Context: an optimization exercise on an open-source flow, tuned for small area, a short achievable clock period and few clock cycles per item. The choices shown serve that exercise and are no tape-out recipe. The RTL was checked by simulation tests, not by an equivalence proof against the original design. Power figures rest on the tool's default switching activity, not on a simulated workload.

==> flow/design.v, too long to show whole: its modules and the start of the top module <==
// module select_unit: 13 lines
// module add_unit: 10 lines
// module CLP: 6047 lines
// module tnn_conv: 30 lines
module tnn_conv(
    input               clk,
    input               rst_n,
    input               in_valid,
    output              in_ready,
    input  [1599:0]     feature_in,      
    input  [99:0]       weight_in,       
    input  [31:0]       scaler_in,
    input  [31:0]       bias_in,
    output              out_valid,
    output [31:0]       feature_out
    );
  // ...
==> flow/run.sh <==
#!/bin/bash
# synth_recipe.tcl (not shown) runs the flow's synth.tcl, then flattens the netlist and writes it again
# the make line also repeats each setting of config.mk as NAME=value (left out here)
make -C /OpenROAD-flow-scripts/flow DESIGN_CONFIG=/design/flow/config.mk WORK_HOME=/design/flow/orfs CLKGATE_MAP_FILE= SYNTH_SCRIPT=/design/flow/synth_recipe.tcl finish
==> flow/config.mk <==
export PLATFORM = sky130hd
export DESIGN_NAME = tnn_conv
export DESIGN_NICKNAME = tnn_conv
export VERILOG_FILES = /design/flow/design.v
export SDC_FILE = /design/flow/constraint.sdc
export NUM_CORES = 4
export LEC_CHECK = 0
export ABC_CLOCK_PERIOD_IN_PS = 3300
export CAP_MARGIN = 20
export CORE_MARGIN = 2
export CORE_UTILIZATION = 40
export SETUP_SLACK_MARGIN = 5
export SLEW_MARGIN = 20
export SYNTH_HIERARCHICAL = 1
export SYNTH_MINIMUM_KEEP_SIZE = 0
==> flow/constraint.sdc <==
create_clock -name core_clock -period 8.5 [get_ports {clk}]
set_input_delay 1.7000 -clock core_clock [delete_from_list [all_inputs] [get_ports {clk}]]
set_output_delay 1.7000 -clock core_clock [all_outputs]
set_load 0.01 [all_outputs]
==> run notes, run 1 <==
Die:
- For this configuration, the core starts out at a cell density of 40.2%.
- The die span in x is 487 microns.
- The initialized floorplan defines 177 standard-cell rows.
- The floorplan die height is 487 microns.

Synthesis:
- The top cell type by total area after synthesis is fa_1.
- In the synthesized netlist, mux cells make up 17.2% of the area.
- The share of the synthesized netlist area taken by xor and xnor gates is 6.03%.
- The warning count from the yosys run is 8.
- After synthesis, the largest family of logic cells by area is adder cells.
- Yosys attributes the largest share of cell area to fa_1, dfxtp_1, mux2i_1.
- The number of flops mapped to enable cells by yosys is 0.
- The total standard cell area after synthesis is 93,500 sq um.
- The flop and latch count out of synthesis is 1,011.
- The compound-cell area share of the yosys netlist is 5.04%.
- For this run, the leading register cell type out of synthesis is dfxtp_1.
- Of the total synthesized cell area, the portion taken by full adders, half adders and majority gates is 43.0%.
- Summing the areas of all and, or, nand and nor instances in the mapped netlist gives 1.61% of the synthesized area.
- Among all cell types in the netlist, the one instantiated most often is fa_1.
- Counting every instance in the synthesized netlist gives 7,029.
- The part of the Yosys area used for sequential elements is 21.7%.
- The fraction of synthesized cell area taken by the top area cell type is 40.8%.
- Counting every net in the synthesized netlist gives 10,900.
- The commonest cells after synthesis are fa_1, mux2i_1, dfxtp_1.
- Counting distinct cell types in the post-synthesis netlist gives 67.

Outcome:
- The tool reported: "[ERROR PPL-0024] Number of IO pins (1801) exceeds maximum number of available positions (1764). Increase the die perimeter from 1949.44um to 2449.36um".
- The stage at which the flow ended is 3_2_place_iop.
- The flow did not finish.
Testbench counts, summed over its fixed seeds: cycles 6,592, items 6,400.
==> run 2: changes to the inputs <==
--- a/flow/config.mk
+++ b/flow/config.mk
@@ -8,6 +8,6 @@
 export ABC_CLOCK_PERIOD_IN_PS = 3300
 export CAP_MARGIN = 20
-export CORE_MARGIN = 2
-export CORE_UTILIZATION = 40
+export CORE_AREA = 4 4 506 506
+export DIE_AREA = 0 0 510 510
 export SETUP_SLACK_MARGIN = 5
 export SLEW_MARGIN = 20
==> run 2 against run 1 <==
The run now finishes clean. Area after synthesis did not move. Synthesized cell count did not move.
==> run notes, run 2 <==
Outcome:
- The run finished with no timing, DRC or antenna violations.

Worst hold path:
- The startpoint identified for the worst hold timing path is CLP0.a2_0_0.
- The worst hold path class is reg -> reg.

GRT:
- The initial antenna violation count is 189.
- The first global-routing pass estimated 962,000 microns of wire.
- For this run, the total global-route usage over all layers was measured as 59.2%.
- Global routing finished with a remaining overflow of 0.
- The largest net degree at the start of global routing is 35.
- The via count of the first global-routing pass is 84,500.

STA:
- The final setup TNS is 0 ns.
- For the final database, setup skew stands at 0.0529 ns.
- The shortest period the worst path allows is 3.77 ns.
- The number of failing hold endpoints at the final stage is 0.
- Setup violations remaining at the end of the flow were counted as 0.
- Of the available clock period, the critical path in the final layout requires 44.3%.
- For the pin with the worst max-slew slack, the measured transition is 1.32 ns.
- The number of pins with negative max-slew slack in the final report was 0.
- Based on the critical path, the design can be clocked at up to 265 MHz.
- Setup repair after global routing could not meet its margin everywhere.
- The worst pin sits at a relative slew slack of 12.2%.

Routing:
- The remaining antenna violation count is 0.
- The number of DRC violations after detailed routing is 0.
- The total vias in the final route is 82,900.
- The wire length per cell is 62.0 microns.
- The detailed router finished its first iteration with 11,900 violations.
- In the routed layout, each cell is associated on average with a via count of 6.45.
- The wire length reported by the detailed router is 796,000 microns.
- For this run, the detailed router's first-pass iteration total came to 9.

Synthesis:
- The part of the Yosys area used for sequential elements is 21.7% (unchanged).
- The number of flops mapped to enable cells by yosys is 0 (unchanged).
- The predominant post-synthesis flop cell is dfxtp_1.
- Counting flops with an async set or reset pin after synthesis yields a share of 0.593%.
- The synthesized area per cell is 13.3 sq um.
- The flop and latch count out of synthesis is 1,011 (unchanged).
- The number of distinct library cells after synthesis is 67 (unchanged).
- The fraction of synthesized cell area taken by the top area cell type is 40.8% (unchanged).
- The total standard cell area after synthesis is 93,500 sq um (unchanged).
- In the post-synthesis netlist, the biggest area contributors are fa_1, dfxtp_1, mux2i_1.
- The warning count from the yosys run is 8 (unchanged).
- The top cell type by total area after synthesis is fa_1.
- The synthesized netlist cell count is 7,029 (unchanged).
- The commonest cells after synthesis are fa_1, mux2i_1, dfxtp_1.
- In the post-synthesis netlist, the cell with the most instances is fa_1.
- The net count of the mapped netlist was 10,900 (unchanged).

CTS:
- The CTS tree is built.
- The number of clock sinks seen by CTS is 1,011.
- Clock tree synthesis inserted a total of 118 buffers.
- Hold repair after CTS inserted 0 buffers.
- The clock tree buffer depth is 3.
- The post-CTS clock slew at the launch and capture registers of the worst setup and hold paths is 0.06 ns.
- The maximum level of the CTS H-tree is 3.
- Clock tree synthesis selected as its root buffer the cell clkbuf_16.
- For the worst-skew pair, the clock arrives at the later sink with an insertion delay of 0.83 ns.

Die:
- The die outline area is 260,000 sq um.
- The floorplan die height is 510 microns (+4.6%).
- The effective utilization at floorplan is 37.2% (-3.0 points).
- After floorplanning, the core was sized to cover 251,000 sq um.
- The number of ports placed on the die boundary is 1,801.
- The number of standard-cell rows in the floorplan was 184 (+4.0%).
- The die span in x is 510 microns (+4.6%).

Worst setup path:
- The critical path class is in -> reg.
- The cell with the largest stage delay on the worst path is fa_2.
- The cell family contributing the most delay on the critical path is adder cells.
- At the worst endpoint, the arrival time is 4.47 ns.
- The library cell appearing most often on the critical path is fa_2.
- The type of element capturing the critical path is a register.
- The element type at the critical path start is an input port.
- The combined buffer and inverter count along the critical path is 3.
- The peak per-stage delay on the critical path is 0.83 ns.
- The critical path goes through buf_8 -> nor2b_4 -> buf_12 -> buf_16 -> mux2i_4 -> fa_2 -> fa_2 -> fa_2.
- In this run the worst setup path begins at weight_in[56].
- The reg-to-reg critical path startpoint is CLP0.a1_2_9.
- The required time reported for the critical path endpoint is 9.20 ns.
- Along the worst path, the maximum fanout reaches 5.

Cells and area:
- Once layout is complete, the utilization of the core stands at 55.4%.
- The share of layout cells above drive strength 1 is 32.0%.
- In the final design database the tool counted 13,100 nets.
- Compared with the post-synthesis result, the final layout area differs by 48.9%.
- The library cell used most frequently in the layout, excluding fill and tap cells, is clkdlybuf4s50_1.
- The count of fill cells added during filler insertion is 20,600.
- After routing the design area is 139,000 sq um.
- The library cells used most frequently in the layout, excluding fill and tap cells, are clkdlybuf4s50_1, fa_1, dfxtp_1.
- In the final layout, the registers with the most flip-flops are CLP0.acc_q x32, CLP0.res_q x32.

Power and ir drop:
- The worst-case IR drop observed on VDD is 0.000494 V.
- The analysis attributes to cell leakage a power of 50.4 nW.
- Dividing total power by cell area gives a power density of 419 nW/um^2.

Placement:
- Once detailed placement completed, the half-perimeter wirelength came to 541,000 microns.
- The quantity of I/O buffers inserted on ports is 1,799.
- The placer's final routability congestion estimate is 1.09.
- The total cell area at the placement stage is 116,000 sq um.

Job:
- The count of max-cap constraint violations is 0.
==> run 2: kinds of logic (layout without fill, tap and decap cells) <==
kind of cell / count (synthesis) / in the layout / share of synthesized area, %
adder cells (fa/ha/maj): 2068 / 2068 / 43.0
XOR/XNOR: 643 / 643 / 6.03
buffers and inverters: 762 / 3047 / 5.48
AO/OA/AOI/OAI: 652 / 652 / 5.04
flip-flops: 1011 / 1011 / 21.7
multiplexers: 1602 / 1602 / 17.2
other: 1 / 182 / 0.00401
AND/OR/NAND/NOR: 290 / 291 / 1.61
==> run 2: where the power goes <==
| group | internal, mW | switching (mW) | leakage, nW |
|---|---|---|---|
| Sequential | 7.97 | 2.59 | 8.52 |
| Combinational | 17.9 | 24.0 | 39.8 |
| Clock | 3.33 | 2.53 | 2.08 |
==> run 2: stage by stage <==
stage / worst slack [ns] / cells / hold slack, ns / total power, mW
after floorplan: 4.84 / 7029 / 0.329 / 31.8
after global placement: 2.72 / 11800 / 0.336 / 48.4
after detailed placement: 2.79 / 11800 / 0.342 / 48.6
after CTS: 4.89 / 12600 / 0.358 / 56.0
after global routing: 4.78 / 12700 / 0.360 / 60.6
final: 4.73 / 12800 / 0.357 / 58.2
==> run 2: path summary, 6_finish.rpt <==
| kind | end | slack, ns | cells past startpoint |
|---|---|---|---|
| setup / recovery | CLP0.a1_28_14 | 4.73 | 8 |
| hold / removal | CLP0.acc_q[0] | 0.36 | 1 |
| setup reg to reg | CLP0.a2_4_1 | 4.96 | 5 |
| hold reg to reg | CLP0.acc_q[0] | 0.36 | 1 |
| max in group asynchronous | valid_pipe[2] | 7.20 | 1 |
| min in group asynchronous | valid_pipe[1] | 1.10 | 1 |
==> run 2: cell type report <==
type                    count  area (sq um)  share of cell area [%]
inverters                 209          1290                   0.926
repair buffers           2611         31800                    22.9
flip-flops and latches   1011         20400                    14.6
repair inverters            9          91.3                  0.0657
clock buffers             152          3300                    2.37
multi-input cells        5257         76600                    55.1
well taps                3348          4190                    3.01
clock inverters            66           961                   0.691
diodes                    181           453                   0.326
==> run 2: per-module statistics from Yosys (local to each module, per instance) <==
| module | flip-flops and latches | copies in the design | cell area (sq um) |
|---|---|---|---|
| tnn_conv | 6 | 1 | 161 |
| add_unit | 0 | 1903 | 20.0 |
| CLP | 1005 | 1 | 35800 |
| select_unit | 0 | 50 | 388 |
==> run 2: repair_timing <==
item                                    in CTS  in global routing
gates resized for setup                   1823                396
endpoints found under the setup margin     544                202
gates cloned                               154                 18
pin swaps                                  392                290
setup buffers                              405                 85
==> run 2: worst register-to-register path: cells and delay by family (launching register included) <==
kind	cells	cell delay, ns
DFF	1	0.93
adders and majority gates	5	2.47
==> run 2: metal layers <==
metal	up-vias	share of wire (%)	track usage, %
li1	28200	-	-
met1	43000	31	60.2
met2	8503	39	80.5
met3	3111	16	37.2
met4	90	13	59.7
met5	-	0.24	2.98
==> run 3: changes to the inputs <==
==> flow/flow/run.sh (new file) <==
#!/bin/bash
# The standard layout, with the port buffers made from the smallest buffer
# cell (buf_1) instead of the delay-buffer cell buffer_ports picks by default.
# Synthesis is the standard one (standard.sh synth runs as part of finish).
set -euo pipefail
export BUFFER_PORTS_ARGS="-buffer_cell sky130_fd_sc_hd__buf_1"
bash standard.sh > standard_flow.log 2>&1
==> flow/standard.sh (new file) <==
#!/bin/bash
# synth_recipe.tcl (not shown) runs the flow's synth.tcl, then flattens the netlist and writes it again
# the make line also repeats each setting of config.mk as NAME=value (left out here)
make -C /OpenROAD-flow-scripts/flow DESIGN_CONFIG=/design/flow/config.mk WORK_HOME=/design/flow/orfs CLKGATE_MAP_FILE= SYNTH_SCRIPT=/design/flow/synth_recipe.tcl "${@:-finish}"
removed: flow/run.sh
==> run 3 against run 2 <==
Largest cell class unchanged. First-iteration DRC count fell by 0.94%. Final cell count shrank 2.9%. Die area is the same.
==> run notes, run 3 <==
Outcome:
- The run finished with no timing, DRC or antenna violations.

CTS:
- The number of buffers inserted during clock tree synthesis is 121 (+2.5%).
- The number of clock sinks seen by CTS was 1,011 (unchanged).
- The clock insertion delay at the later pin of the skew report is 0.85 ns (+0.02 ns).
- The clock tree buffer depth is 3 (unchanged).
- CTS placed an instance of clkbuf_16 at the clock tree root.
- TritonCTS built the clock tree.
- The maximum level of the CTS H-tree was 3 (unchanged).
- The post-CTS clock slew at the launch and capture registers of the worst setup and hold paths came to 0.06 ns (about the same).

Cells and area:
- The count of fill cells added during filler insertion is 22,600 (+9.9%).
- The final cell count without fillers came to 12,500 (-2.9%).
- The area occupied by multi-input gates is 73,600 sq um (-4.0%).
- The largest registers in the layout are CLP0.acc_q x32, CLP0.res_q x32.
- The total area of sequential cells was 20,400 sq um (unchanged).
- The post-synthesis to final-layout area growth is 27.5%.
- Leaving out fill and tap cells, the most frequent cell in the layout is buf_1.
- The final design utilization was 47.4% (-7.9 points).
- The area of all placed cells without fillers is 119,000 sq um (-14%).
- The number of nets in the finished design came to 12,800 (-2.3%).
- The library cells used most frequently in the layout, excluding fill and tap cells, are buf_1, fa_1, mux2i_1.
- The share of layout cells above drive strength 1 was 26.0% (-5.9 points).

Worst setup path:
- The register-to-register setup slack came to 5.03 ns (+0.07 ns).
- The most numerous cell type found on the critical path is fa_2.
- The worst setup path is of the in -> reg kind.
- The maximum fanout along the worst path is 32 (+27).
- Traced cell by cell, the critical path runs through buf_1 -> nor2b_4 -> buf_12 -> mux2i_1 -> fa_2 -> fa_2 -> fa_2.
- The cell with the largest stage delay on the worst path is fa_2.
- The required time reported for the critical path endpoint is 9.27 ns (+0.07 ns).
- The peak per-stage delay on the critical path is 0.62 ns (-0.21 ns).
- The signal arrival time at the worst endpoint is 4.58 ns (+0.11 ns).
- The element type at the critical path start is an input port.
- STA classifies the critical path endpoint as a register.

Synthesis:
- The part of the Yosys area used for sequential elements is 21.7% (unchanged).
- The synthesized netlist cell count was 7,029 (unchanged).
- The net count of the mapped netlist is 10,900 (unchanged).
- The async set or reset register ratio after synthesis is 0.593% (unchanged).
- By area the synthesized netlist is led by fa_1, dfxtp_1, mux2i_1.
- The flop and latch count out of synthesis came to 1,011 (unchanged).
- The synthesized area per cell is 13.3 sq um (unchanged).
- The number of distinct library cells after synthesis is 67 (unchanged).
- fa_1 takes more of the synthesized area than any other cell.
- Among all flip-flop cells after synthesis, the most frequent one is dfxtp_1.
- The number of flops mapped to enable cells by yosys is 0 (unchanged).
- The warning count from the yosys run came to 8 (unchanged).
- The total standard cell area after synthesis is 93,500 sq um (unchanged).
- In the post-synthesis netlist, the cell with the most instances is fa_1.
- The fraction of synthesized cell area taken by the top area cell type came to 40.8% (unchanged).
- After synthesis, the most frequently instantiated cells are fa_1, mux2i_1, dfxtp_1.

GRT:
- The met2 usage in global routing was 72.9% (-7.6 points).
- The met3 capacity usage during global routing is 26.3% (-11 points).
- The routing layer with the top usage in global route is met2.
- The largest net degree at the start of global routing is 35 (unchanged).
- The total routing resource utilization after global routing is 51.2% (-8.0 points).
- The met1 track demand over resource is 57.6% (-2.5 points).
- The aggregate global routing overflow was 0 (unchanged).
- The global-route wire length before repair was 842,000 microns (-12%).
- The initial antenna violation count was 156 (-17%).
- The via count of the first global-routing pass is 79,200 (-6.2%).

Power and ir drop:
- The ratio of total power to cell area is 469 nW/um^2 (+12%).
- The peak ir drop on the vdd network is 0.000403 V (-18%).
- The relative contribution of sequential cells to total power is 19.1% (+1.0 points).
- The static power due to leakage is 42.7 nW (-15%).
- The net switching power is 28.0 mW (-3.8%).
- The portion of total power attributed to combinational logic was 70.8% (-1.0 points).
- The share of power burned in the clock network is 10.1% (about the same).
- The internal power of the cells is 27.9 mW (-4.2%).
- The fraction of power spent switching nets is 50.1% (+0.12 points).

STA:
- The worst-case setup margin in the final layout was 4.70 ns (-0.0326 ns).
- The clock skew is 0.0538 ns (+0.000924 ns).
- The number of pins with negative max-slew slack in the final report came to 0 (unchanged).
- The worst slew margin relative to its limit is 11.1% (-1.1 points).
- Setup repair after global routing could not meet its margin everywhere.
- The final setup TNS is 0 ns (unchanged).
- The highest attainable clock frequency was 263 MHz (-0.86%).
- The number of failing setup endpoints in the final timing report is 0 (unchanged).
- The shortest period the worst path allows is 3.80 ns (+0.0326 ns).
- The share of the clock period used by the worst path is 44.7% (+0.38 points).
- The slew at the pin closest to its max-slew limit was 1.33 ns (+0.0169 ns).
- The number of failing hold endpoints at the final stage came to 0 (unchanged).

Routing:
- The number of DRC violations after detailed routing came to 0 (unchanged).
- The wire length per cell came to 57.6 microns (-7.0%).
- The wire length reported by the detailed router is 719,000 microns (-9.7%).
- The first-pass iteration count of the detailed router is 7 (-2).
- The number of design-rule violations left by the first detailed-router iteration was 11,800 (-0.94%).
- The total vias in the final route is 78,900 (-4.8%).
- The detail-routed via count per cell was 6.33 (-2.0%).
- The remaining antenna violation count is 0 (unchanged).

Worst hold path:
- The worst hold path class is reg -> reg.

Die:
- The core box area is 251,000 sq um (unchanged).
- The effective utilization at floorplan is 37.2% (unchanged).
- The die span in x came to 510 microns (unchanged).
- The floorplan die height is 510 microns (unchanged).
- The die outline area is 260,000 sq um (unchanged).
- The number of standard-cell rows in the floorplan came to 184 (unchanged).
- The number of ports placed on the die boundary was 1,801 (unchanged).

Placement:
- The quantity of I/O buffers inserted on ports is 1,799 (unchanged).
- The placer's final routability congestion estimate is 1.08 (-0.79%).
- The cell count after placement is 11,800 (-0.13%).
- The minimum setup slack after placement is 3.06 ns (+0.275 ns).
- The detailed placement HPWL is 524,000 microns (-3.1%).
- The total cell area at the placement stage came to 105,000 sq um (-9.8%).

Job:
- The count of max-cap constraint violations is 0 (unchanged).
## run 3: cell counts after synthesis
No cell type changed its count.
## run 3: critical path: cells and delay by family
kind	cells	cell delay (ns)
AND/OR/NAND/NOR	1	0.08
adder cells (fa/ha/maj)	3	1.60
multiplexers	1	0.54
buffers and inverters	2	0.42
## run 3: stage by stage
| step | power, mW | hold WS, ns |
|---|---|---|
| floorplan | 31.8 | 0.329 |
| global placement | 47.5 | 0.339 |
| detailed placement | 47.8 | 0.336 |
| CTS | 54.1 | 0.353 |
| global route | 58.8 | 0.362 |
| finish | 55.9 | 0.357 |
## run 3: repair_timing
action / in CTS / in global routing
pin swaps: 86 / 168
gates cloned: 42 / 42
hold endpoints to repair: 0 / 0
endpoints found under the setup margin: 516 / 175
resized for setup: 671 / 374
setup buffers: 140 / 150
hold buffers: 0 / 0
## run 3: cell families (layout without fill, tap and decap cells)
family          after synthesis  in the layout  synth area share (%)
compound gates              652            652                  5.04
xor+xnor                    643            643                  6.03
fa+ha+maj                  2068           2068                  43.0
buf+inv                     762           2751                  5.48
flops                      1011           1011                  21.7
mux                        1602           1602                  17.2
other cells                   1            107               0.00401
simple gates                290            292                  1.61
## run 3: final timing paths
| path | start | end | depth (start not counted) |
|---|---|---|---|
| min reg2reg | CLP0.a2_1_0 | CLP0.acc_q[1] | 1 |
| max | weight_in[7] | CLP0.a1_4_13 | 7 |
| max reg2reg | CLP0.m5_0_0 | CLP0.res_q[18] | 9 |
| min | CLP0.a2_1_0 | CLP0.acc_q[1] | 1 |
| max in group asynchronous | rst_n | valid_pipe[3] | 1 |
| min in group asynchronous | rst_n | valid_pipe[5] | 1 |
## run 3: power by group through the flow
stage | Clock [mW] | Combinational, mW | Sequential, mW
2_1_floorplan | 0 | 22.8 | 8.97
3_3_place_gp | 0 | 36.9 | 10.6
3_5_place_dp | 0 | 37.2 | 10.6
4_1_cts | 5.66 | 37.9 | 10.5
5_1_grt | 5.84 | 42.3 | 10.7
6_report | 5.67 | 39.5 | 10.7
## run 3: per-module statistics from Yosys, one instance, submodules excluded
module	flops+latches	cells	cell area (sq um)
CLP	1005	3218	35800
select_unit	0	38	388
tnn_conv	6	8	161
add_unit	0	1	20.0
## run 3: layout make-up
class | instances | area share (%)
multi-input cells | 5258 | 61.8
flip-flops and latches | 1011 | 17.1
repair buffers | 2314 | 12.9
well taps | 3348 | 3.52
clock buffers | 167 | 2.94
inverters | 209 | 1.01
clock inverters | 59 | 0.590
diodes | 106 | 0.223
repair inverters | 2 | 0.0168
## run 3: per-layer routing
metal / vias to the layer above / wire length, microns
met4: 64 / 82300
li1: 27500 / -
met3: 2312 / 110000
met2: 7670 / 290000
met5: - / 640
met1: 41400 / 236000
==> run 4: changes to the inputs <==
--- a/flow/config.mk
+++ b/flow/config.mk
@@ -8,6 +8,6 @@
 export ABC_CLOCK_PERIOD_IN_PS = 3300
 export CAP_MARGIN = 20
-export CORE_AREA = 4 4 506 506
-export DIE_AREA = 0 0 510 510
+export CORE_MARGIN = 2
+export CORE_UTILIZATION = 40
 export SETUP_SLACK_MARGIN = 5
 export SLEW_MARGIN = 20
==> run 4 against run 3 <==
The flow now stops in 3_2_place_iop. Synthesized cell count stayed put. Area after synthesis stayed put.
==> run notes, run 4 <==
Outcome:
- The flow did not finish.
- The stage at which the flow ended is 3_2_place_iop.
- The tool reported: "[ERROR PPL-0024] Number of IO pins (1801) exceeds maximum number of available positions (1764). Increase the die perimeter from 1949.44um to 2449.36um".

Die:
- The effective utilization at floorplan is 40.2% (+3.0 points).
- The number of standard-cell rows in the floorplan is 177 (-3.8%).
- The floorplan die height is 487 microns (-4.4%).
- The die span in x was 487 microns (-4.4%).

Synthesis:
- The number of flops mapped to enable cells by yosys is 0 (unchanged).
- The fraction of synthesized cell area taken by the top area cell type is 40.8% (unchanged).
- The part of the Yosys area used for sequential elements is 21.7% (unchanged).
- The synthesized netlist cell count is 7,029 (unchanged).
- Yosys attributes the largest share of cell area to fa_1, dfxtp_1, mux2i_1.
- The predominant post-synthesis flop cell is dfxtp_1.
- The async set or reset register ratio after synthesis is 0.593% (unchanged).
- The number of distinct library cells after synthesis was 67 (unchanged).
- The top cell type by total area after synthesis is fa_1.
- The total standard cell area after synthesis is 93,500 sq um (unchanged).
- In the synthesized netlist, the cells that appear most often are fa_1, mux2i_1, dfxtp_1.
- The warning count from the yosys run is 8 (unchanged).
- The net count of the mapped netlist came to 10,900 (unchanged).
- The most common cell in the synthesized netlist is fa_1.
- The synthesized area per cell is 13.3 sq um (unchanged).
- The flop and latch count out of synthesis was 1,011 (unchanged).
-- run 4: cell counts after synthesis --
Identical to the previous run, type by type.
-- run 4: modules after synthesis (local to each module, per instance) --
| module | cell area, sq um | times used |
|---|---|---|
| CLP | 35800 | 1 |
| select_unit | 388 | 50 |
| tnn_conv | 161 | 1 |
| add_unit | 20.0 | 1903 |
-- run 4: cell families after synthesis --
logic type	count (synthesis)	share of synthesized area, %
fa+ha+maj	2068	43.0
mux	1602	17.2
flops	1011	21.7
buf+inv	762	5.48
compound gates	652	5.04
xor+xnor	643	6.03
simple gates	290	1.61
other cells	1	0.00401

==> port drivers added, routing unchanged <==
How much do the figures lean on ideal ports? The routed layouts below were timed once more, with nothing changed but the port constraints. Step 1 (the two cells are an assumption about what drives the block):
set clk [get_ports {clk}]
set_driving_cell -lib_cell sky130_fd_sc_hd__clkbuf_16 $clk
set_driving_cell -lib_cell sky130_fd_sc_hd__buf_2 [delete_from_list [all_inputs] $clk]
Step 2, shift: input delay + t, output delay - t, t = (earliest + latest rising clock arrival at the registers) / 2. This alone moves slack from input paths to output paths. Slacks: no drivers / after step 1 / after step 2; pairs: no drivers / after step 1.
run	t, ns	slack for setup (ns)	worst register clock-pin slew, ns	pins driven straight from the clock port
run 2	0.926	4.731 / 4.562 / 3.636	0.08 / 0.08	1
run 3	0.945	4.698 / 4.788 / 3.843	0.08 / 0.08	1
After both steps every run listed still meets setup and hold. For run 2, which loses most, drivers alone change the setup slack by -0.169 ns; drivers and shift together by -1.095 ns.
